Background: an optimization exercise with open tools, aiming at small area. Do not read the settings as production practice.
Function not checked in this run: the RTL went through the layout flow alone.
No activity file was given, so power comes from the tool's default toggle rates.

$ cat flow/config.mk
export PLATFORM = sky130hd
export DESIGN_NAME = MotionDetection
export DESIGN_NICKNAME = MotionDetection
export VERILOG_FILES = /design/flow/design.v
export SDC_FILE = /design/flow/constraint.sdc
export NUM_CORES = 8
export LEC_CHECK = 0
export ABC_AREA = 1
export CAP_MARGIN = 20
export CORE_AREA = 4 4 428 428
export CTS_CLUSTER_DIAMETER = 150
export CTS_CLUSTER_SIZE = 22
export DIE_AREA = 0 0 432 432
export PLACE_DENSITY = 0.95
export SLEW_MARGIN = 20
$ cat flow/constraint.sdc
create_clock -name core_clock -period 10.0 [get_ports {clk}]
set_input_delay 2.0000 -clock core_clock [delete_from_list [all_inputs] [get_ports {clk}]]
set_output_delay 2.0000 -clock core_clock [all_outputs]
set_load 0.01 [all_outputs]
$ cat flow/design.v
module md_sad8(a, b, s, c, p);
  input [63:0] a;
  input [63:0] b;
  output [10:0] s;
  output [10:0] c;
  output [3:0] p;
  wire ns1 = a[0] ^ b[0];
  wire nc2 = a[0] & b[0];
  wire ns3 = a[1] ^ b[1] ^ nc2;
  wire nc4 = (a[1] & b[1]) | (a[1] & nc2) | (b[1] & nc2);
  wire ns5 = a[2] ^ b[2] ^ nc4;
  wire nc6 = (a[2] & b[2]) | (a[2] & nc4) | (b[2] & nc4);
  wire ns7 = a[3] ^ b[3] ^ nc6;
  wire nc8 = (a[3] & b[3]) | (a[3] & nc6) | (b[3] & nc6);
  wire ns9 = a[4] ^ b[4] ^ nc8;
  wire nc10 = (a[4] & b[4]) | (a[4] & nc8) | (b[4] & nc8);
  wire ns11 = a[5] ^ b[5] ^ nc10;
  wire nc12 = (a[5] & b[5]) | (a[5] & nc10) | (b[5] & nc10);
  wire ns13 = a[6] ^ b[6] ^ nc12;
  wire nc14 = (a[6] & b[6]) | (a[6] & nc12) | (b[6] & nc12);
  wire ns15 = a[7] ^ b[7] ^ nc14;
  wire nc16 = (a[7] & b[7]) | (a[7] & nc14) | (b[7] & nc14);
  wire nv17 = ns1 ^ ~nc16;
  wire nv18 = ns3 ^ ~nc16;
  wire nv19 = ns5 ^ ~nc16;
  wire nv20 = ns7 ^ ~nc16;
  wire nv21 = ns9 ^ ~nc16;
  wire nv22 = ns11 ^ ~nc16;
  wire nv23 = ns13 ^ ~nc16;
  wire nv24 = ns15 ^ ~nc16;
  wire ns25 = a[8] ^ b[8];
  wire nc26 = a[8] & b[8];
  wire ns27 = a[9] ^ b[9] ^ nc26;
  wire nc28 = (a[9] & b[9]) | (a[9] & nc26) | (b[9] & nc26);
  wire ns29 = a[10] ^ b[10] ^ nc28;
  wire nc30 = (a[10] & b[10]) | (a[10] & nc28) | (b[10] & nc28);
  wire ns31 = a[11] ^ b[11] ^ nc30;
  wire nc32 = (a[11] & b[11]) | (a[11] & nc30) | (b[11] & nc30);
  wire ns33 = a[12] ^ b[12] ^ nc32;
  wire nc34 = (a[12] & b[12]) | (a[12] & nc32) | (b[12] & nc32);
  wire ns35 = a[13] ^ b[13] ^ nc34;
  wire nc36 = (a[13] & b[13]) | (a[13] & nc34) | (b[13] & nc34);
  wire ns37 = a[14] ^ b[14] ^ nc36;
  wire nc38 = (a[14] & b[14]) | (a[14] & nc36) | (b[14] & nc36);
  wire ns39 = a[15] ^ b[15] ^ nc38;
  wire nc40 = (a[15] & b[15]) | (a[15] & nc38) | (b[15] & nc38);
  wire nv41 = ns25 ^ ~nc40;
  wire nv42 = ns27 ^ ~nc40;
  wire nv43 = ns29 ^ ~nc40;
  wire nv44 = ns31 ^ ~nc40;
  wire nv45 = ns33 ^ ~nc40;
  wire nv46 = ns35 ^ ~nc40;
  wire nv47 = ns37 ^ ~nc40;
  wire nv48 = ns39 ^ ~nc40;
  wire ns49 = a[16] ^ b[16];
  wire nc50 = a[16] & b[16];
  wire ns51 = a[17] ^ b[17] ^ nc50;
  wire nc52 = (a[17] & b[17]) | (a[17] & nc50) | (b[17] & nc50);
  wire ns53 = a[18] ^ b[18] ^ nc52;
  wire nc54 = (a[18] & b[18]) | (a[18] & nc52) | (b[18] & nc52);
  wire ns55 = a[19] ^ b[19] ^ nc54;
  wire nc56 = (a[19] & b[19]) | (a[19] & nc54) | (b[19] & nc54);
  wire ns57 = a[20] ^ b[20] ^ nc56;
  wire nc58 = (a[20] & b[20]) | (a[20] & nc56) | (b[20] & nc56);
  wire ns59 = a[21] ^ b[21] ^ nc58;
  wire nc60 = (a[21] & b[21]) | (a[21] & nc58) | (b[21] & nc58);
  wire ns61 = a[22] ^ b[22] ^ nc60;
  wire nc62 = (a[22] & b[22]) | (a[22] & nc60) | (b[22] & nc60);
  wire ns63 = a[23] ^ b[23] ^ nc62;
  wire nc64 = (a[23] & b[23]) | (a[23] & nc62) | (b[23] & nc62);
  wire nv65 = ns49 ^ ~nc64;
  wire nv66 = ns51 ^ ~nc64;
  wire nv67 = ns53 ^ ~nc64;
  wire nv68 = ns55 ^ ~nc64;
  wire nv69 = ns57 ^ ~nc64;
  wire nv70 = ns59 ^ ~nc64;
  wire nv71 = ns61 ^ ~nc64;
  wire nv72 = ns63 ^ ~nc64;
  wire ns73 = a[24] ^ b[24];
  wire nc74 = a[24] & b[24];
  wire ns75 = a[25] ^ b[25] ^ nc74;
  wire nc76 = (a[25] & b[25]) | (a[25] & nc74) | (b[25] & nc74);
  wire ns77 = a[26] ^ b[26] ^ nc76;
  wire nc78 = (a[26] & b[26]) | (a[26] & nc76) | (b[26] & nc76);
  wire ns79 = a[27] ^ b[27] ^ nc78;
  wire nc80 = (a[27] & b[27]) | (a[27] & nc78) | (b[27] & nc78);
  wire ns81 = a[28] ^ b[28] ^ nc80;
  wire nc82 = (a[28] & b[28]) | (a[28] & nc80) | (b[28] & nc80);
  wire ns83 = a[29] ^ b[29] ^ nc82;
  wire nc84 = (a[29] & b[29]) | (a[29] & nc82) | (b[29] & nc82);
  wire ns85 = a[30] ^ b[30] ^ nc84;
  wire nc86 = (a[30] & b[30]) | (a[30] & nc84) | (b[30] & nc84);
  wire ns87 = a[31] ^ b[31] ^ nc86;
  wire nc88 = (a[31] & b[31]) | (a[31] & nc86) | (b[31] & nc86);
  wire nv89 = ns73 ^ ~nc88;
  wire nv90 = ns75 ^ ~nc88;
  wire nv91 = ns77 ^ ~nc88;
  wire nv92 = ns79 ^ ~nc88;
  wire nv93 = ns81 ^ ~nc88;
  wire nv94 = ns83 ^ ~nc88;
  wire nv95 = ns85 ^ ~nc88;
  wire nv96 = ns87 ^ ~nc88;
  wire ns97 = a[32] ^ b[32];
  wire nc98 = a[32] & b[32];
  wire ns99 = a[33] ^ b[33] ^ nc98;
  wire nc100 = (a[33] & b[33]) | (a[33] & nc98) | (b[33] & nc98);
  wire ns101 = a[34] ^ b[34] ^ nc100;
  wire nc102 = (a[34] & b[34]) | (a[34] & nc100) | (b[34] & nc100);
  wire ns103 = a[35] ^ b[35] ^ nc102;
  wire nc104 = (a[35] & b[35]) | (a[35] & nc102) | (b[35] & nc102);
  wire ns105 = a[36] ^ b[36] ^ nc104;
  wire nc106 = (a[36] & b[36]) | (a[36] & nc104) | (b[36] & nc104);
  wire ns107 = a[37] ^ b[37] ^ nc106;
  wire nc108 = (a[37] & b[37]) | (a[37] & nc106) | (b[37] & nc106);
  wire ns109 = a[38] ^ b[38] ^ nc108;
  wire nc110 = (a[38] & b[38]) | (a[38] & nc108) | (b[38] & nc108);
  wire ns111 = a[39] ^ b[39] ^ nc110;
  wire nc112 = (a[39] & b[39]) | (a[39] & nc110) | (b[39] & nc110);
  wire nv113 = ns97 ^ ~nc112;
  wire nv114 = ns99 ^ ~nc112;
  wire nv115 = ns101 ^ ~nc112;
  wire nv116 = ns103 ^ ~nc112;
  wire nv117 = ns105 ^ ~nc112;
  wire nv118 = ns107 ^ ~nc112;
  wire nv119 = ns109 ^ ~nc112;
  wire nv120 = ns111 ^ ~nc112;
  wire ns121 = a[40] ^ b[40];
  wire nc122 = a[40] & b[40];
  wire ns123 = a[41] ^ b[41] ^ nc122;
  wire nc124 = (a[41] & b[41]) | (a[41] & nc122) | (b[41] & nc122);
  wire ns125 = a[42] ^ b[42] ^ nc124;
  wire nc126 = (a[42] & b[42]) | (a[42] & nc124) | (b[42] & nc124);
  wire ns127 = a[43] ^ b[43] ^ nc126;
  wire nc128 = (a[43] & b[43]) | (a[43] & nc126) | (b[43] & nc126);
  wire ns129 = a[44] ^ b[44] ^ nc128;
  wire nc130 = (a[44] & b[44]) | (a[44] & nc128) | (b[44] & nc128);
  wire ns131 = a[45] ^ b[45] ^ nc130;
  wire nc132 = (a[45] & b[45]) | (a[45] & nc130) | (b[45] & nc130);
  wire ns133 = a[46] ^ b[46] ^ nc132;
  wire nc134 = (a[46] & b[46]) | (a[46] & nc132) | (b[46] & nc132);
  wire ns135 = a[47] ^ b[47] ^ nc134;
  wire nc136 = (a[47] & b[47]) | (a[47] & nc134) | (b[47] & nc134);
  wire nv137 = ns121 ^ ~nc136;
  wire nv138 = ns123 ^ ~nc136;
  wire nv139 = ns125 ^ ~nc136;
  wire nv140 = ns127 ^ ~nc136;
  wire nv141 = ns129 ^ ~nc136;
  wire nv142 = ns131 ^ ~nc136;
  wire nv143 = ns133 ^ ~nc136;
  wire nv144 = ns135 ^ ~nc136;
  wire ns145 = a[48] ^ b[48];
  wire nc146 = a[48] & b[48];
  wire ns147 = a[49] ^ b[49] ^ nc146;
  wire nc148 = (a[49] & b[49]) | (a[49] & nc146) | (b[49] & nc146);
  wire ns149 = a[50] ^ b[50] ^ nc148;
  wire nc150 = (a[50] & b[50]) | (a[50] & nc148) | (b[50] & nc148);
  wire ns151 = a[51] ^ b[51] ^ nc150;
  wire nc152 = (a[51] & b[51]) | (a[51] & nc150) | (b[51] & nc150);
  wire ns153 = a[52] ^ b[52] ^ nc152;
  wire nc154 = (a[52] & b[52]) | (a[52] & nc152) | (b[52] & nc152);
  wire ns155 = a[53] ^ b[53] ^ nc154;
  wire nc156 = (a[53] & b[53]) | (a[53] & nc154) | (b[53] & nc154);
  wire ns157 = a[54] ^ b[54] ^ nc156;
  wire nc158 = (a[54] & b[54]) | (a[54] & nc156) | (b[54] & nc156);
  wire ns159 = a[55] ^ b[55] ^ nc158;
  wire nc160 = (a[55] & b[55]) | (a[55] & nc158) | (b[55] & nc158);
  wire nv161 = ns145 ^ ~nc160;
  wire nv162 = ns147 ^ ~nc160;
  wire nv163 = ns149 ^ ~nc160;
  wire nv164 = ns151 ^ ~nc160;
  wire nv165 = ns153 ^ ~nc160;
  wire nv166 = ns155 ^ ~nc160;
  wire nv167 = ns157 ^ ~nc160;
  wire nv168 = ns159 ^ ~nc160;
  wire ns169 = a[56] ^ b[56];
  wire nc170 = a[56] & b[56];
  wire ns171 = a[57] ^ b[57] ^ nc170;
  wire nc172 = (a[57] & b[57]) | (a[57] & nc170) | (b[57] & nc170);
  wire ns173 = a[58] ^ b[58] ^ nc172;
  wire nc174 = (a[58] & b[58]) | (a[58] & nc172) | (b[58] & nc172);
  wire ns175 = a[59] ^ b[59] ^ nc174;
  wire nc176 = (a[59] & b[59]) | (a[59] & nc174) | (b[59] & nc174);
  wire ns177 = a[60] ^ b[60] ^ nc176;
  wire nc178 = (a[60] & b[60]) | (a[60] & nc176) | (b[60] & nc176);
  wire ns179 = a[61] ^ b[61] ^ nc178;
  wire nc180 = (a[61] & b[61]) | (a[61] & nc178) | (b[61] & nc178);
  wire ns181 = a[62] ^ b[62] ^ nc180;
  wire nc182 = (a[62] & b[62]) | (a[62] & nc180) | (b[62] & nc180);
  wire ns183 = a[63] ^ b[63] ^ nc182;
  wire nc184 = (a[63] & b[63]) | (a[63] & nc182) | (b[63] & nc182);
  wire nv185 = ns169 ^ ~nc184;
  wire nv186 = ns171 ^ ~nc184;
  wire nv187 = ns173 ^ ~nc184;
  wire nv188 = ns175 ^ ~nc184;
  wire nv189 = ns177 ^ ~nc184;
  wire nv190 = ns179 ^ ~nc184;
  wire nv191 = ns181 ^ ~nc184;
  wire nv192 = ns183 ^ ~nc184;
  wire ns193 = nv113 ^ nv137 ^ nv161;
  wire nc194 = (nv113 & nv137) | (nv113 & nv161) | (nv137 & nv161);
  wire ns195 = nv17 ^ nv185 ^ nv41;
  wire nc196 = (nv17 & nv185) | (nv17 & nv41) | (nv185 & nv41);
  wire ns197 = nv114 ^ nv138 ^ nv162;
  wire nc198 = (nv114 & nv138) | (nv114 & nv162) | (nv138 & nv162);
  wire ns199 = nv18 ^ nv186 ^ nv42;
  wire nc200 = (nv18 & nv186) | (nv18 & nv42) | (nv186 & nv42);
  wire ns201 = nv115 ^ nv139 ^ nv163;
  wire nc202 = (nv115 & nv139) | (nv115 & nv163) | (nv139 & nv163);
  wire ns203 = nv187 ^ nv19 ^ nv43;
  wire nc204 = (nv187 & nv19) | (nv187 & nv43) | (nv19 & nv43);
  wire ns205 = nv116 ^ nv140 ^ nv164;
  wire nc206 = (nv116 & nv140) | (nv116 & nv164) | (nv140 & nv164);
  wire ns207 = nv188 ^ nv20 ^ nv44;
  wire nc208 = (nv188 & nv20) | (nv188 & nv44) | (nv20 & nv44);
  wire ns209 = nv117 ^ nv141 ^ nv165;
  wire nc210 = (nv117 & nv141) | (nv117 & nv165) | (nv141 & nv165);
  wire ns211 = nv189 ^ nv21 ^ nv45;
  wire nc212 = (nv189 & nv21) | (nv189 & nv45) | (nv21 & nv45);
  wire ns213 = nv118 ^ nv142 ^ nv166;
  wire nc214 = (nv118 & nv142) | (nv118 & nv166) | (nv142 & nv166);
  wire ns215 = nv190 ^ nv22 ^ nv46;
  wire nc216 = (nv190 & nv22) | (nv190 & nv46) | (nv22 & nv46);
  wire ns217 = nv119 ^ nv143 ^ nv167;
  wire nc218 = (nv119 & nv143) | (nv119 & nv167) | (nv143 & nv167);
  wire ns219 = nv191 ^ nv23 ^ nv47;
  wire nc220 = (nv191 & nv23) | (nv191 & nv47) | (nv23 & nv47);
  wire ns221 = nv120 ^ nv144 ^ nv168;
  wire nc222 = (nv120 & nv144) | (nv120 & nv168) | (nv144 & nv168);
  wire ns223 = nv192 ^ nv24 ^ nv48;
  wire nc224 = (nv192 & nv24) | (nv192 & nv48) | (nv24 & nv48);
  wire ns225 = nv65 ^ nv89 ^ ns193;
  wire nc226 = (nv65 & nv89) | (nv65 & ns193) | (nv89 & ns193);
  wire ns227 = nv66 ^ nv90 ^ nc194;
  wire nc228 = (nv66 & nv90) | (nv66 & nc194) | (nv90 & nc194);
  wire ns229 = nc196 ^ ns197 ^ ns199;
  wire nc230 = (nc196 & ns197) | (nc196 & ns199) | (ns197 & ns199);
  wire ns231 = nv67 ^ nv91 ^ nc198;
  wire nc232 = (nv67 & nv91) | (nv67 & nc198) | (nv91 & nc198);
  wire ns233 = nc200 ^ ns201 ^ ns203;
  wire nc234 = (nc200 & ns201) | (nc200 & ns203) | (ns201 & ns203);
  wire ns235 = nv68 ^ nv92 ^ nc202;
  wire nc236 = (nv68 & nv92) | (nv68 & nc202) | (nv92 & nc202);
  wire ns237 = nc204 ^ ns205 ^ ns207;
  wire nc238 = (nc204 & ns205) | (nc204 & ns207) | (ns205 & ns207);
  wire ns239 = nv69 ^ nv93 ^ nc206;
  wire nc240 = (nv69 & nv93) | (nv69 & nc206) | (nv93 & nc206);
  wire ns241 = nc208 ^ ns209 ^ ns211;
  wire nc242 = (nc208 & ns209) | (nc208 & ns211) | (ns209 & ns211);
  wire ns243 = nv70 ^ nv94 ^ nc210;
  wire nc244 = (nv70 & nv94) | (nv70 & nc210) | (nv94 & nc210);
  wire ns245 = nc212 ^ ns213 ^ ns215;
  wire nc246 = (nc212 & ns213) | (nc212 & ns215) | (ns213 & ns215);
  wire ns247 = nv71 ^ nv95 ^ nc214;
  wire nc248 = (nv71 & nv95) | (nv71 & nc214) | (nv95 & nc214);
  wire ns249 = nc216 ^ ns217 ^ ns219;
  wire nc250 = (nc216 & ns217) | (nc216 & ns219) | (ns217 & ns219);
  wire ns251 = nv72 ^ nv96 ^ nc218;
  wire nc252 = (nv72 & nv96) | (nv72 & nc218) | (nv96 & nc218);
  wire ns253 = nc220 ^ ns221 ^ ns223;
  wire nc254 = (nc220 & ns221) | (nc220 & ns223) | (ns221 & ns223);
  wire ns255 = nc226 ^ ns227 ^ ns229;
  wire nc256 = (nc226 & ns227) | (nc226 & ns229) | (ns227 & ns229);
  wire ns257 = nc228 ^ nc230 ^ ns231;
  wire nc258 = (nc228 & nc230) | (nc228 & ns231) | (nc230 & ns231);
  wire ns259 = nc232 ^ nc234 ^ ns235;
  wire nc260 = (nc232 & nc234) | (nc232 & ns235) | (nc234 & ns235);
  wire ns261 = nc236 ^ nc238 ^ ns239;
  wire nc262 = (nc236 & nc238) | (nc236 & ns239) | (nc238 & ns239);
  wire ns263 = nc240 ^ nc242 ^ ns243;
  wire nc264 = (nc240 & nc242) | (nc240 & ns243) | (nc242 & ns243);
  wire ns265 = nc244 ^ nc246 ^ ns247;
  wire nc266 = (nc244 & nc246) | (nc244 & ns247) | (nc246 & ns247);
  wire ns267 = nc248 ^ nc250 ^ ns251;
  wire nc268 = (nc248 & nc250) | (nc248 & ns251) | (nc250 & ns251);
  wire ns269 = nc222 ^ nc224 ^ nc252;
  wire nc270 = (nc222 & nc224) | (nc222 & nc252) | (nc224 & nc252);
  wire ns271 = ns233 ^ nc256 ^ ns257;
  wire nc272 = (ns233 & nc256) | (ns233 & ns257) | (nc256 & ns257);
  wire ns273 = ns237 ^ nc258 ^ ns259;
  wire nc274 = (ns237 & nc258) | (ns237 & ns259) | (nc258 & ns259);
  wire ns275 = ns241 ^ nc260 ^ ns261;
  wire nc276 = (ns241 & nc260) | (ns241 & ns261) | (nc260 & ns261);
  wire ns277 = ns245 ^ nc262 ^ ns263;
  wire nc278 = (ns245 & nc262) | (ns245 & ns263) | (nc262 & ns263);
  wire ns279 = ns249 ^ nc264 ^ ns265;
  wire nc280 = (ns249 & nc264) | (ns249 & ns265) | (nc264 & ns265);
  wire ns281 = ns253 ^ nc266 ^ ns267;
  wire nc282 = (ns253 & nc266) | (ns253 & ns267) | (nc266 & ns267);
  wire ns283 = nc254 ^ nc268 ^ ns269;
  wire nc284 = (nc254 & nc268) | (nc254 & ns269) | (nc268 & ns269);
  wire ns285 = nc112 ^ nc136 ^ nc16;
  wire nc286 = (nc112 & nc136) | (nc112 & nc16) | (nc136 & nc16);
  wire ns287 = nc160 ^ nc184 ^ nc40;
  wire nc288 = (nc160 & nc184) | (nc160 & nc40) | (nc184 & nc40);
  wire ns289 = nc64 ^ nc88;
  wire nc290 = nc64 & nc88;
  wire ns291 = ns289 ^ ns285 ^ ns287;
  wire nc292 = (ns289 & ns285) | (ns289 & ns287) | (ns285 & ns287);
  wire ns293 = nc290 ^ nc286 ^ nc288;
  wire nc294 = (nc290 & nc286) | (nc290 & nc288) | (nc286 & nc288);
  wire ns295 = nc292 ^ ns293;
  wire nc296 = nc292 & ns293;
  wire ns297 = nc294 ^ nc296;
  wire nc298 = nc294 & nc296;
  assign p = {nc298,ns297,ns295,ns291};
  assign s = {1'b0,nc284,nc282,nc280,nc278,nc276,nc274,nc272,ns271,ns255,ns195};
  assign c = {1'b0,nc270,ns283,ns281,ns279,ns277,ns275,ns273,1'b0,1'b0,ns225};
endmodule
module md_acc(a, x, z, p, y);
  input [15:0] a;
  input [10:0] x;
  input [10:0] z;
  input [3:0] p;
  output [15:0] y;
  wire ms1 = a[0] ^ p[0] ^ x[0];
  wire mc2 = (a[0] & p[0]) | (a[0] & x[0]) | (p[0] & x[0]);
  wire ms3 = a[1] ^ p[1] ^ x[1];
  wire mc4 = (a[1] & p[1]) | (a[1] & x[1]) | (p[1] & x[1]);
  wire ms5 = a[2] ^ p[2] ^ x[2];
  wire mc6 = (a[2] & p[2]) | (a[2] & x[2]) | (p[2] & x[2]);
  wire ms7 = a[3] ^ p[3] ^ x[3];
  wire mc8 = (a[3] & p[3]) | (a[3] & x[3]) | (p[3] & x[3]);
  wire ms9 = a[4] ^ x[4] ^ z[4];
  wire mc10 = (a[4] & x[4]) | (a[4] & z[4]) | (x[4] & z[4]);
  wire ms11 = a[5] ^ x[5] ^ z[5];
  wire mc12 = (a[5] & x[5]) | (a[5] & z[5]) | (x[5] & z[5]);
  wire ms13 = a[6] ^ x[6] ^ z[6];
  wire mc14 = (a[6] & x[6]) | (a[6] & z[6]) | (x[6] & z[6]);
  wire ms15 = a[7] ^ x[7] ^ z[7];
  wire mc16 = (a[7] & x[7]) | (a[7] & z[7]) | (x[7] & z[7]);
  wire ms17 = a[8] ^ x[8] ^ z[8];
  wire mc18 = (a[8] & x[8]) | (a[8] & z[8]) | (x[8] & z[8]);
  wire ms19 = a[9] ^ x[9] ^ z[9];
  wire mc20 = (a[9] & x[9]) | (a[9] & z[9]) | (x[9] & z[9]);
  wire ms21 = a[10] ^ x[10] ^ z[10];
  wire mc22 = (a[10] & x[10]) | (a[10] & z[10]) | (x[10] & z[10]);
  wire ms23 = z[1] ^ mc2 ^ ms3;
  wire mc24 = (z[1] & mc2) | (z[1] & ms3) | (mc2 & ms3);
  wire ms25 = z[2] ^ mc4 ^ ms5;
  wire mc26 = (z[2] & mc4) | (z[2] & ms5) | (mc4 & ms5);
  wire ms27 = z[3] ^ mc6 ^ ms7;
  wire mc28 = (z[3] & mc6) | (z[3] & ms7) | (mc6 & ms7);
  wire ms29 = mc8 ^ ms9 ^ mc28;
  wire mc30 = (mc8 & ms9) | (mc8 & mc28) | (ms9 & mc28);
  wire ms31 = mc10 ^ ms11 ^ mc30;
  wire mc32 = (mc10 & ms11) | (mc10 & mc30) | (ms11 & mc30);
  wire ms33 = mc12 ^ ms13 ^ mc32;
  wire mc34 = (mc12 & ms13) | (mc12 & mc32) | (ms13 & mc32);
  wire ms35 = mc14 ^ ms15 ^ mc34;
  wire mc36 = (mc14 & ms15) | (mc14 & mc34) | (ms15 & mc34);
  wire ms37 = mc16 ^ ms17 ^ mc36;
  wire mc38 = (mc16 & ms17) | (mc16 & mc36) | (ms17 & mc36);
  wire ms39 = mc18 ^ ms19 ^ mc38;
  wire mc40 = (mc18 & ms19) | (mc18 & mc38) | (ms19 & mc38);
  wire ms41 = mc20 ^ ms21 ^ mc40;
  wire mc42 = (mc20 & ms21) | (mc20 & mc40) | (ms21 & mc40);
  wire ms43 = a[11] ^ mc22 ^ mc42;
  wire mc44 = (a[11] & mc22) | (a[11] & mc42) | (mc22 & mc42);
  wire ms45 = z[0] ^ ms1;
  wire mc46 = z[0] & ms1;
  wire ms47 = ms23 ^ mc46;
  wire mc48 = ms23 & mc46;
  wire ms49 = mc24 ^ ms25 ^ mc48;
  wire mc50 = (mc24 & ms25) | (mc24 & mc48) | (ms25 & mc48);
  wire ms51 = mc26 ^ ms27 ^ mc50;
  wire mc52 = (mc26 & ms27) | (mc26 & mc50) | (ms27 & mc50);
  wire ms53 = ms29 ^ mc52;
  wire mc54 = ms29 & mc52;
  wire ms55 = ms31 ^ mc54;
  wire mc56 = ms31 & mc54;
  wire ms57 = ms33 ^ mc56;
  wire mc58 = ms33 & mc56;
  wire ms59 = ms35 ^ mc58;
  wire mc60 = ms35 & mc58;
  wire ms61 = ms37 ^ mc60;
  wire mc62 = ms37 & mc60;
  wire ms63 = ms39 ^ mc62;
  wire mc64 = ms39 & mc62;
  wire ms65 = ms41 ^ mc64;
  wire mc66 = ms41 & mc64;
  wire ms67 = ms43 ^ mc66;
  wire mc68 = ms43 & mc66;
  wire ms69 = mc44 ^ a[12] ^ mc68;
  wire mc70 = (mc44 & a[12]) | (mc44 & mc68) | (a[12] & mc68);
  wire ms71 = a[13] ^ mc70;
  wire mc72 = a[13] & mc70;
  wire ms73 = a[14] ^ mc72;
  wire mc74 = a[14] & mc72;
  wire ms75 = a[15] ^ mc74;
  wire mc76 = a[15] & mc74;
  assign y = {ms75,ms73,ms71,ms69,ms67,ms65,ms63,ms61,ms59,ms57,ms55,ms53,ms51,ms49,ms47,ms45};
endmodule
module MotionDetection(clk, ena, rst, din1, din2, dout, state, count,
                       sr_we, sr_addr, sr_wdata, sr_rdata,
                       cr_we, cr_addr, cr_wdata, cr_rdata);
input [31:0] din1, din2;
input clk, ena, rst;
input [3:0] state;
output [31:0] dout;
input [8:0] count;
output [11:0]  sr_we;
output [83:0]  sr_addr;
output [383:0] sr_wdata;
input  [383:0] sr_rdata;
output [3:0]   cr_we;
output [27:0]  cr_addr;
output [127:0] cr_wdata;
input  [127:0] cr_rdata;
reg        page;           
reg  [3:0] slot;           
reg  [5:0] loc;            
reg  [5:0] cx, cy;         
reg  [5:0] bestx, besty;
reg [15:0] bestsad;
reg [15:0] acc0, acc1, acc2;
reg [10:0] ps0, pc0, ps1, pc1, ps2, pc2;    
reg  [3:0] pp0, pp1, pp2;                   
reg        act1, first1, act2, first2;      
reg  [5:0] mvx, mvy;
assign dout = {10'b0, mvx, 10'b0, mvy};
genvar t;
integer i;
wire ld_c  = (count >= 9'd48)  && (count < 9'd112);
wire ld_01 = (count >= 9'd160) && (count < 9'd224);
wire ld_11 = (count >= 9'd272) && (count < 9'd336);
wire ld_12 = (count >= 9'd384) && (count < 9'd448);
wire ld_21 = (count >= 9'd448);
wire [3:0] lr = count[5:2] + (ld_c ? 4'd4 : ld_01 ? 4'd8 : ld_11 ? 4'd12 : 4'd0);
wire [1:0] lk = count[1:0];
wire tx0 = ld_c  | ld_11 | ld_12;
wire tx1 = ld_01 | ld_11 | ld_21;
wire tx2 = ld_01 | ld_12 | ld_21;
wire [31:0] wd2   = ld_12 ? din1 : din2;        
wire [31:0] bus01 = lk[1] ? din1 : din2;
wire [31:0] bus23 = lk[1] ? din2 : wd2;
wire [31:0] bus45 = lk[1] ? wd2  : din1;
wire [5:0] lwe;
wire [5:0] lhi = {lk[1], lk[1], ~lk[1], ~lk[1], lk[1], lk[1]};
assign lwe[0] = (tx0 & lk == 2'd0) | (tx1 & lk == 2'd2);
assign lwe[1] = (tx0 & lk == 2'd1) | (tx1 & lk == 2'd3);
assign lwe[2] = (tx0 & lk == 2'd2) | (tx2 & lk == 2'd0);
assign lwe[3] = (tx0 & lk == 2'd3) | (tx2 & lk == 2'd1);
assign lwe[4] = (tx1 & lk == 2'd0) | (tx2 & lk == 2'd2);
assign lwe[5] = (tx1 & lk == 2'd1) | (tx2 & lk == 2'd3);
wire [5:0] lrow = {ld_c | ld_01 ? 2'd0 : ld_11 ? 2'd1 : ld_12 ? 2'd3 : 2'd2, lr};
wire [1:0] step = (slot >= 4'd9) ? 2'd3 : (slot >= 4'd6) ? 2'd2 : (slot >= 4'd3) ? 2'd1 : 2'd0;
wire [1:0] grow = slot - {step, 1'b0} - {2'b0, step};    
wire       run  = (slot < 4'd12);
wire       last = (loc == ((grow == 2'd2 || slot == 4'd0) ? 6'd36 : 6'd34));
always @(posedge clk) begin
  if (ena) begin
    if (count == 9'd511) begin
      slot <= 4'd0;
      loc <= 6'd0;
    end else if (run & last) begin
      if (slot != 4'd0 || count == 9'd111) begin
        slot <= slot + 4'd1;
        loc <= 6'd0;
      end
    end else if (run) begin
      loc <= loc + 6'd1;
    end
  end
end
wire st0 = (step == 2'd0), st1 = (step == 2'd1), st2 = (step == 2'd2), st3 = (step == 2'd3);
wire [5:0] s = {2'b0, st0, st1, st2, st3};
wire [5:0] xl = cx - s;
wire [5:0] xr = cx + s;
wire       act = run & (loc < 6'd32);
wire [3:0] rr = loc[4:1];
wire       rh = loc[0];
wire [5:0] gy = cy + (grow == 2'd0 ? -s : grow == 2'd1 ? 6'd0 : s);    
wire [5:0] ry = gy + {2'b0, rr};
wire [5:0] xb = xl + {1'b0, rh, 3'b0};        
wire [3:0] q0 = xb[5:2];
wire       cv = xl[2];
wire [5:0] rowa = page ? ry : lrow;
wire [5:0] rowb = page ? lrow : ry;
wire       ry1 = (ry[5:4] == 2'd1), ry2 = (ry[5:4] == 2'd2);
generate
for (t = 0; t < 12; t = t + 1) begin : sr
  localparam M = t % 6;
  wire ldset = (t < 6) ? ~page : page;       
  wire sel = (q0 > M);                       
  wire mv4 = ~ldset & ((M >= 2 && sel && ry1) || (M <= 3 && !sel && ry2));
  wire [5:0] row = (t < 6) ? rowa : rowb;
  assign sr_we[t] = ena & ldset & lwe[M];
  assign sr_addr[7*t+6:7*t] = {ldset ? lhi[M] : sel, row[5:4] | {mv4, mv4}, row[3:0]};
  assign sr_wdata[32*t+31:32*t] = (M < 2) ? bus01 : (M < 4) ? bus23 : bus45;
end
for (t = 0; t < 2; t = t + 1) begin : cr
  assign cr_we[t] = ena & ld_c;
  assign cr_addr[7*t+6:7*t] = ld_c ? {page, lk[0] ^ t[0], lr, lk[1]} : {~page, cv, rr, rh};
  assign cr_wdata[32*t+31:32*t] = ~din1;
end
endgenerate
assign cr_we[3:2] = 2'b00;
assign cr_addr[27:14] = 14'd0;
assign cr_wdata[127:64] = 128'd0;
reg  [5:0] base0, base1, base2;    
reg  [1:0] st1r, dd;               
always @(posedge clk) begin
  base0 <= xl + {1'b0, rh, 3'b0};
  base1 <= cx + {1'b0, rh, 3'b0};
  base2 <= xr + {1'b0, rh, 3'b0};
  st1r <= step;
  dd <= xl[1:0];
  act1 <= act;
  first1 <= act & (loc == 6'd0);
  act2 <= act1;
  first2 <= first1;
end
wire sd0 = (st1r == 2'd0), sd1 = (st1r == 2'd1), sd2 = (st1r == 2'd2), sd3 = (st1r == 2'd3);
wire [31:0] wset [0:5];
generate
for (t = 0; t < 6; t = t + 1) begin : ws
  assign wset[t] = page ? sr_rdata[32*t+31:32*t] : sr_rdata[32*(t+6)+31:32*(t+6)];
end
endgenerate
wire [3:0] rl = {sd3 & dd[1], sd3 & ~dd[1], sd2, sd0 | sd1};          
wire [2:0] rc = {sd1 | sd2 | (sd3 & dd[1]), sd3 & ~dd[1], sd0};        
wire [3:0] rq = {sd3 & dd[1], sd3 & ~dd[1], sd2, sd0 | sd1};          
wire [7:0] cl8 [0:7];
generate
for (t = 0; t < 8; t = t + 1) begin : cl
  wire [31:0] cw = cr_rdata[32*(t/4)+31:32*(t/4)];
  assign cl8[t] = cw[31-8*(t%4) -: 8];
end
endgenerate
wire [63:0] wa0, wa1, wa2, cb0, cb1, cb2;
function [2:0] mod3oh; input [2:0] v;
  mod3oh = {v == 3'd2 || v == 3'd5, v == 3'd1 || v == 3'd4, v == 3'd0 || v == 3'd3};
endfunction
function [7:0] therm; input [2:0] v;    
  therm = ~(8'hff << v);
endfunction
wire [2:0] bk0 = mod3oh(base0[5:3]), bk1 = mod3oh(base1[5:3]), bk2 = mod3oh(base2[5:3]);
wire [7:0] th0 = therm(base0[2:0]), th1 = therm(base1[2:0]), th2 = therm(base2[2:0]);
generate
for (t = 0; t < 8; t = t + 1) begin : lane
  wire [2:0] o0 = th0[t] ? {bk0[1:0], bk0[2]} : bk0;
  wire [2:0] o1 = th1[t] ? {bk1[1:0], bk1[2]} : bk1;
  wire [2:0] o2 = th2[t] ? {bk2[1:0], bk2[2]} : bk2;
  localparam G = t / 4, B = t % 4;
  wire [7:0] wb0 = wset[G][31-8*B -: 8];
  wire [7:0] wb1 = wset[G+2][31-8*B -: 8];
  wire [7:0] wb2 = wset[G+4][31-8*B -: 8];
  assign wa0[8*t+7:8*t] = ({8{o0[0]}} & wb0) | ({8{o0[1]}} & wb1) | ({8{o0[2]}} & wb2);
  assign wa1[8*t+7:8*t] = ({8{o1[0]}} & wb0) | ({8{o1[1]}} & wb1) | ({8{o1[2]}} & wb2);
  assign wa2[8*t+7:8*t] = ({8{o2[0]}} & wb0) | ({8{o2[1]}} & wb1) | ({8{o2[2]}} & wb2);
  assign cb0[8*t+7:8*t] = ({8{rl[0]}} & cl8[t]) | ({8{rl[1]}} & cl8[(t+6)%8]) |
                          ({8{rl[2]}} & cl8[(t+7)%8]) | ({8{rl[3]}} & cl8[(t+5)%8]);
  assign cb1[8*t+7:8*t] = ({8{rc[0]}} & cl8[t]) | ({8{rc[1]}} & cl8[(t+6)%8]) |
                          ({8{rc[2]}} & cl8[(t+4)%8]);
  assign cb2[8*t+7:8*t] = ({8{rq[0]}} & cl8[t]) | ({8{rq[1]}} & cl8[(t+2)%8]) |
                          ({8{rq[2]}} & cl8[(t+5)%8]) | ({8{rq[3]}} & cl8[(t+3)%8]);
end
endgenerate
wire [10:0] s0, c0, s1, c1, s2, c2;
wire [3:0]  p0, p1, p2;
md_sad8 u0 (.a(wa0), .b(cb0), .s(s0), .c(c0), .p(p0));
md_sad8 u1 (.a(wa1), .b(cb1), .s(s1), .c(c1), .p(p1));
md_sad8 u2 (.a(wa2), .b(cb2), .s(s2), .c(c2), .p(p2));
always @(posedge clk) begin
  ps0 <= s0; pc0 <= c0; pp0 <= p0;
  ps1 <= s1; pc1 <= c1; pp1 <= p1;
  ps2 <= s2; pc2 <= c2; pp2 <= p2;
end
wire [15:0] a0, a1, a2;
md_acc v0 (.a(first2 ? 16'd0 : acc0), .x(ps0), .z(pc0), .p(pp0), .y(a0));
md_acc v1 (.a(first2 ? 16'd0 : acc1), .x(ps1), .z(pc1), .p(pp1), .y(a1));
md_acc v2 (.a(first2 ? 16'd0 : acc2), .x(ps2), .z(pc2), .p(pp2), .y(a2));
always @(posedge clk) begin
  if (ena & act2) begin
    acc0 <= a0;
    acc1 <= a1;
    acc2 <= a2;
  end
end
reg  [4:0]  cpipe;                 
reg  [5:0]  cgy;                   
reg         cg0, cg2;              
always @(posedge clk) begin
  cpipe <= {cpipe[3:0], act & (loc == 6'd31)};
  if (act & (loc == 6'd31)) begin
    cgy <= gy;
    cg0 <= (grow == 2'd0);
    cg2 <= (grow == 2'd2);
  end
end
wire        cmp0 = cpipe[2], cmp1 = cpipe[3], cmp2 = cpipe[4];
wire [15:0] cand = cmp0 ? acc0 : cmp1 ? acc1 : acc2;
wire [15:0] bref = (cmp0 & cg0) ? 16'hffff : bestsad;
wire        lt = (cmp0 | cmp1 | cmp2) & (cand < bref);
wire [5:0]  cxu = cmp0 ? xl : cmp1 ? cx : xr;
wire [5:0]  nbx = lt ? cxu : bestx;
wire [5:0]  nby = lt ? cgy : besty;
always @(posedge clk) begin
  if (ena) begin
    if (lt) begin
      bestsad <= cand;
      bestx <= cxu;
      besty <= cgy;
    end
    if (count == 9'd511) begin
      cx <= 6'd16;
      cy <= 6'd16;
    end else if (cmp2 & cg2) begin
      cx <= nbx;
      cy <= nby;
    end
    if (count == 9'd507) begin
      mvx <= bestx;
      mvy <= besty;
    end
  end
end
always @(posedge clk or negedge rst) begin
  if (~rst)
    page <= 1'b0;
  else if (ena && count == 9'd511)
    page <= ~page;
end
endmodule
$ cat flow/flow/run.sh
#!/bin/bash
# Standard layout (the standard.sh) with three changes:
#  - the port buffers that ORFS's buffer_ports inserts on every input and output
#    are sky130_fd_sc_hd__buf_1;
#  - yosys synth runs with -noabc (SYNTH_ARGS), so the explicit full-adder
#    structure of the RTL reaches extract_fa as written;
#  - the final ABC mapping uses flow/abc_area.script (an area-oriented script)
#    instead of ORFS's abc_area.script.
# Everything else, registers included, is the standard synthesis and layout.
set -euo pipefail
here=$(pwd)
mkdir -p scripts
for f in "$FLOW_HOME"/scripts/*; do ln -sf "$f" scripts/; done
rm -f scripts/abc_area.script
cp flow/abc_area.script scripts/abc_area.script
bash standard.sh SCRIPTS_DIR="$here/scripts" SYNTH_ARGS=-noabc \
  BUFFER_PORTS_ARGS="-buffer_cell sky130_fd_sc_hd__buf_1" finish > orfs_make.log 2>&1
$ cat flow/flow/abc_area.script
strash
&get -n
&st
&syn2
&dch
&nf
&put
topo
stime -c
upsize -c
dnsize -c
$ cat flow/standard.sh
#!/bin/bash
# synth_recipe.tcl (not shown) runs the flow's synth.tcl, then flattens the netlist and writes it again
# the make line also repeats each setting of config.mk as NAME=value (left out here)
make -C /OpenROAD-flow-scripts/flow DESIGN_CONFIG=/design/flow/config.mk WORK_HOME=/design/flow/orfs CLKGATE_MAP_FILE= SYNTH_SCRIPT=/design/flow/synth_recipe.tcl "${@:-finish}"
==> results by group <==
Worst setup path
  – Worst EP arrival: around 7.4 ns
  – Crit Path Class: flop to output port
  – Worst EP required: roughly 8 ns
  – Startpoint Class: flop
  – Crit path launch: slot[0]
  – Worst r2r src: base0[5]
  – Max FO, Critical Path: 8
  – CP Capture Type: output port

Routing
  – Routed wire per std cell: between 30 and 40 microns
  – Final WL: 212 mm
  – Initial drt markers: 4,343
  – DRC viols: 0
  – Final antenna-violating net count: 0
  – Via count: approximately 32,000
  – DR vias/cell: 4.83
  – Drt pass-1 iters: 14

Floorplan
  – Die W: around 430 microns
  – Num ports: between 1,000 and 1,500
  – Initial Util: 0.178
  – Core area: 179,000 sq um
  – Die ar.: ~190,000 sq um
  – FP Rows: roughly 160
  – Die Span Y: around 430 microns

Power
  – Comb power frac: 0.722
  – Maximum VDD drop: between 0.00015 and 0.0002 V
  – Psw: 3.78 mW
  – Clock share of power: 0.070
  – P_leak: ~13 nW
  – Seq pwr share: 0.207
  – Sw frac: 0.484
  – Power Dens Cells: approximately 210 nW/um^2
  – P_int: roughly 4.0 mW

GRT
  – Vias in the first global route: between 20,000 and 30,000
  – Total grt overflow: 0
  – Initial antenna violation count: 85
  – Global Route Usage Sum: 0.214
  – Largest net degree at the start of global routing: 90
  – First-pass GRT wire length: about 270 mm

Worst hold path
  – HP Start: cpipe[0]
  – Hold WC Path Type: flop to flop

Clock network
  – Clk buf depth: 3
  – Num CTS Buffers: 13
  – # hold bufs at CTS: 0
  – PostCTS Resize Cnt: 0
  – Worst skew pair latency: roughly 0.49 ns
  – Post-CTS setup buffers: 0
  – CTS tree: built
  – Clock transition at path regs: 0.10 ns
  – Root Buffer: clkbuf_16
  – H-tree Lvls: 1
  – Clock sinks: around 210

Final layout
  – Post-layout util: 0.207
  – Sequential Area: between 5000 and 6000 sq um
  – Multi-input gate area: 22,600 sq um
  – Layout cell share with drive strength beyond 1: 0.0350
  – Layout area overhead: 16.5%
  – Fill count: ~20,000
  – Nets@finish: approximately 5,300

Timing
  – Rel. slew slack: 0.170
  – Final hold viol count: 0
  – Setup tns final: 0 ns
  – Setup ws final: between 0.6 and 0.7 ns
  – Min cycle time layout: between 9 and 10 ns
  – Max Clock Skew: roughly 0.02 ns
  – RSZ-0062 raised after global routing: no
  – Worst Max-Slew Pin Slew: ~1.2 ns
  – Final Cycle Share: 0.939
  – Final Slew Violations: 0
  – FMAX: around 110 MHz
  – Endpoints failing setup: 0

Placement
  – HPWL reported at the end of detailed placement: between 150 and 200 mm
  – Port Buffers: roughly 1,100
  – Worst slack, placed: roughly 0.85 ns
  – Placer Congestion: 1.09

Synth
  – Distinct cells, synth: between 50 and 60
  – Synth warn: 1
  – Post-synthesis sequential area ratio: 0.173
  – #FFs+latches synth: between 200 and 250
  – Post-synth EDFFs: roughly 120
  – Mean cell area of the mapped netlist: around 9.6 sq um
  – Post-Syn Instances: about 3,300
  – Async SR Flop Fraction: 0.00467
  – Synthesized area: about 32,000 sq um
  – Ys flop type: edfxtp_1

Run
  – Max-cap violations: 0

Status
  – Outcome: no timing/DRC/antenna violations
==> cell usage in the layout, fill, tap and decap left out, drive strengths merged, types with 19 or more instances in the layout <==
| cell | count |
|---|---|
| buf | 1189 |
| fa | 385 |
| nand2 | 365 |
| nor2 | 249 |
| xnor2 | 211 |
| a21oi | 176 |
| o221ai | 168 |
| nand3 | 145 |
| ha | 143 |
| clkinv | 139 |
| mux2i | 135 |
| edfxtp | 118 |
| conb | 100 |
| dfxtp | 95 |
| mux2 | 91 |
| a22oi | 66 |
| a222oi | 64 |
| nor2b | 53 |
| o21ai | 48 |
| diode | 40 |
| o31ai | 27 |
| a221o | 24 |
| clkbuf | 21 |
| and2 | 19 |
==> per-stage QoR <==
step	instances	hold slack (ns)	instance area (sq um)	total power, mW
global placement	6470	0.313	36400	6.68
finish	6533	0.341	36900	7.81
global route	6516	0.350	36900	8.36
detailed placement	6472	0.312	36400	7.07
CTS	6493	0.341	36800	7.68
floorplan	3402	0.310	32100	5.04
==> power by group through the flow <==
stage | Clock (mW) | Combinational [mW] | Sequential, mW
floorplan | 0 | 3.45 | 1.60
global placement | 0 | 5.05 | 1.63
detailed placement | 0 | 5.43 | 1.64
CTS | 0.548 | 5.51 | 1.62
global route | 0.575 | 6.14 | 1.65
finish | 0.548 | 5.64 | 1.62
==> layer usage <==
metal / GRT usage / routed length [microns] / vias up / part of all wire
met1: 0.250 / 77200 / 15300 / 0.36
met3: 0.0745 / 24200 / 583 / 0.11
met5: 0.0101 / 167 / - / 0.00079
met4: 0.134 / 16400 / 10 / 0.078
met2: 0.333 / 93900 / 2699 / 0.44
li1: - / - / 12900 / -
==> worst paths after layout <==
| kind | end | slack, ns | cells past startpoint |
|---|---|---|---|
| worst max-delay path | sr_addr[75] | 0.61 | 26 |
| worst min-delay path | cpipe[1] | 0.34 | 0 |
| worst max register to register | pc0[5] | 1.31 | 17 |
| worst min register to register | cpipe[1] | 0.34 | 0 |
| max in group asynchronous | page | 8.59 | 1 |
| min in group asynchronous | page | 1.28 | 1 |
==> logic make-up after synthesis <==
logic type,after synthesis,share of synthesized area
muxes,226,0.0749
DFF,214,0.173
xor gates and xnor gates,230,0.0640
and+or+nand+nor,881,0.119
AOI/OAI and AO/OA,609,0.140
other,1,0.000118
buffers and inverters,614,0.129
adders and majority gates,528,0.300
==> cells in the mapped netlist (all sizes together) (4+ instances only) <==
library cell | instances | share of area
a222oi | 64 | 0.020
nand2b | 8 | 0.0016
buf | 475 | 0.11
a221o | 24 | 0.0076
fa | 385 | 0.24
nand4 | 6 | 0.0012
clkinv | 138 | 0.016
dfxtp | 95 | 0.060
a21oi | 176 | 0.028
or3 | 5 | 0.00099
nor2b | 53 | 0.010
o31ai | 27 | 0.0064
or2 | 6 | 0.0012
ha | 143 | 0.056
mux2i | 135 | 0.043
a22oi | 66 | 0.016
xor2 | 18 | 0.0050
nand3 | 145 | 0.023
xnor2 | 211 | 0.058
nor3 | 14 | 0.0022
nor2 | 249 | 0.029
a31oi | 4 | 0.00079
mux2 | 91 | 0.032
nand2 | 365 | 0.043
and2 | 19 | 0.0037
edfxtp | 118 | 0.11
a21o | 10 | 0.0024
o21ai | 48 | 0.0076
o221ai | 168 | 0.046
==> worst max-delay path, cell delays in order (launching register included) <==
cell	delay, ns
edfxtp_1	0.45
clkinv_1	0.16
ha_1	0.21
o21ai_0	0.14
nand2b_1	0.20
o21a_1	0.28
clkinv_1	0.13
ha_1	0.26
ha_1	0.28
clkinv_1	0.05
ha_1	0.12
nor2_1	0.05
xnor2_1	0.49
or2_0	0.27
clkinv_1	0.10
a22o_1	0.25
fa_1	0.46
xor2_1	0.27
ha_1	0.32
a21oi_1	0.22
nor2b_1	0.08
o21a_1	0.20
xor2_1	0.21
o21ai_0	0.80
clkinv_1	0.43
a31o_1	0.31
buf_1	0.15
==> flip-flops by register name, summed over array words and instances, names as in the netlist, 8 cells and up <==
signal / count
acc0: 16
acc1: 16
acc2: 16
bestsad: 16
ps0: 10
ps1: 10
ps2: 10
pc0: 8
pc1: 8
pc2: 8
==> final cells by class <==
type                            instances  share of cell area
Multi-Input combinational cell       2574               0.613
Sequential cell                       214               0.148
Timing Repair Buffer                 1190               0.132
Tap cell                             2355              0.0798
Inverter                              139              0.0145
Clock buffer                           20             0.00952
Antenna cell                           40             0.00271
Clock inverter                          1            0.000237

## what the ideal ports hide
How much do the figures lean on ideal ports? The routed layout below was timed once more, with nothing changed but the port constraints. Step 1 assumes that a clkbuf_16 drives the clock port and a buf_2 every other input. Step 2 also shifts input and output timing later by t, the mid clock arrival at the registers, as if the neighbouring blocks saw the same clock. a / b / c = ideal ports / drivers / drivers and shift; a / b = the first two.
shift t [ns]: 0.536
slack for setup (ns): 0.613 / 0.556 / 0.663
worst hold slack (ns): 0.341 / 0.341 / 0.341
pins driven straight from the clock port: 1
After both steps this run still meets setup and hold. For this run, drivers alone change the setup slack by -0.057 ns; drivers and shift together by +0.050 ns.
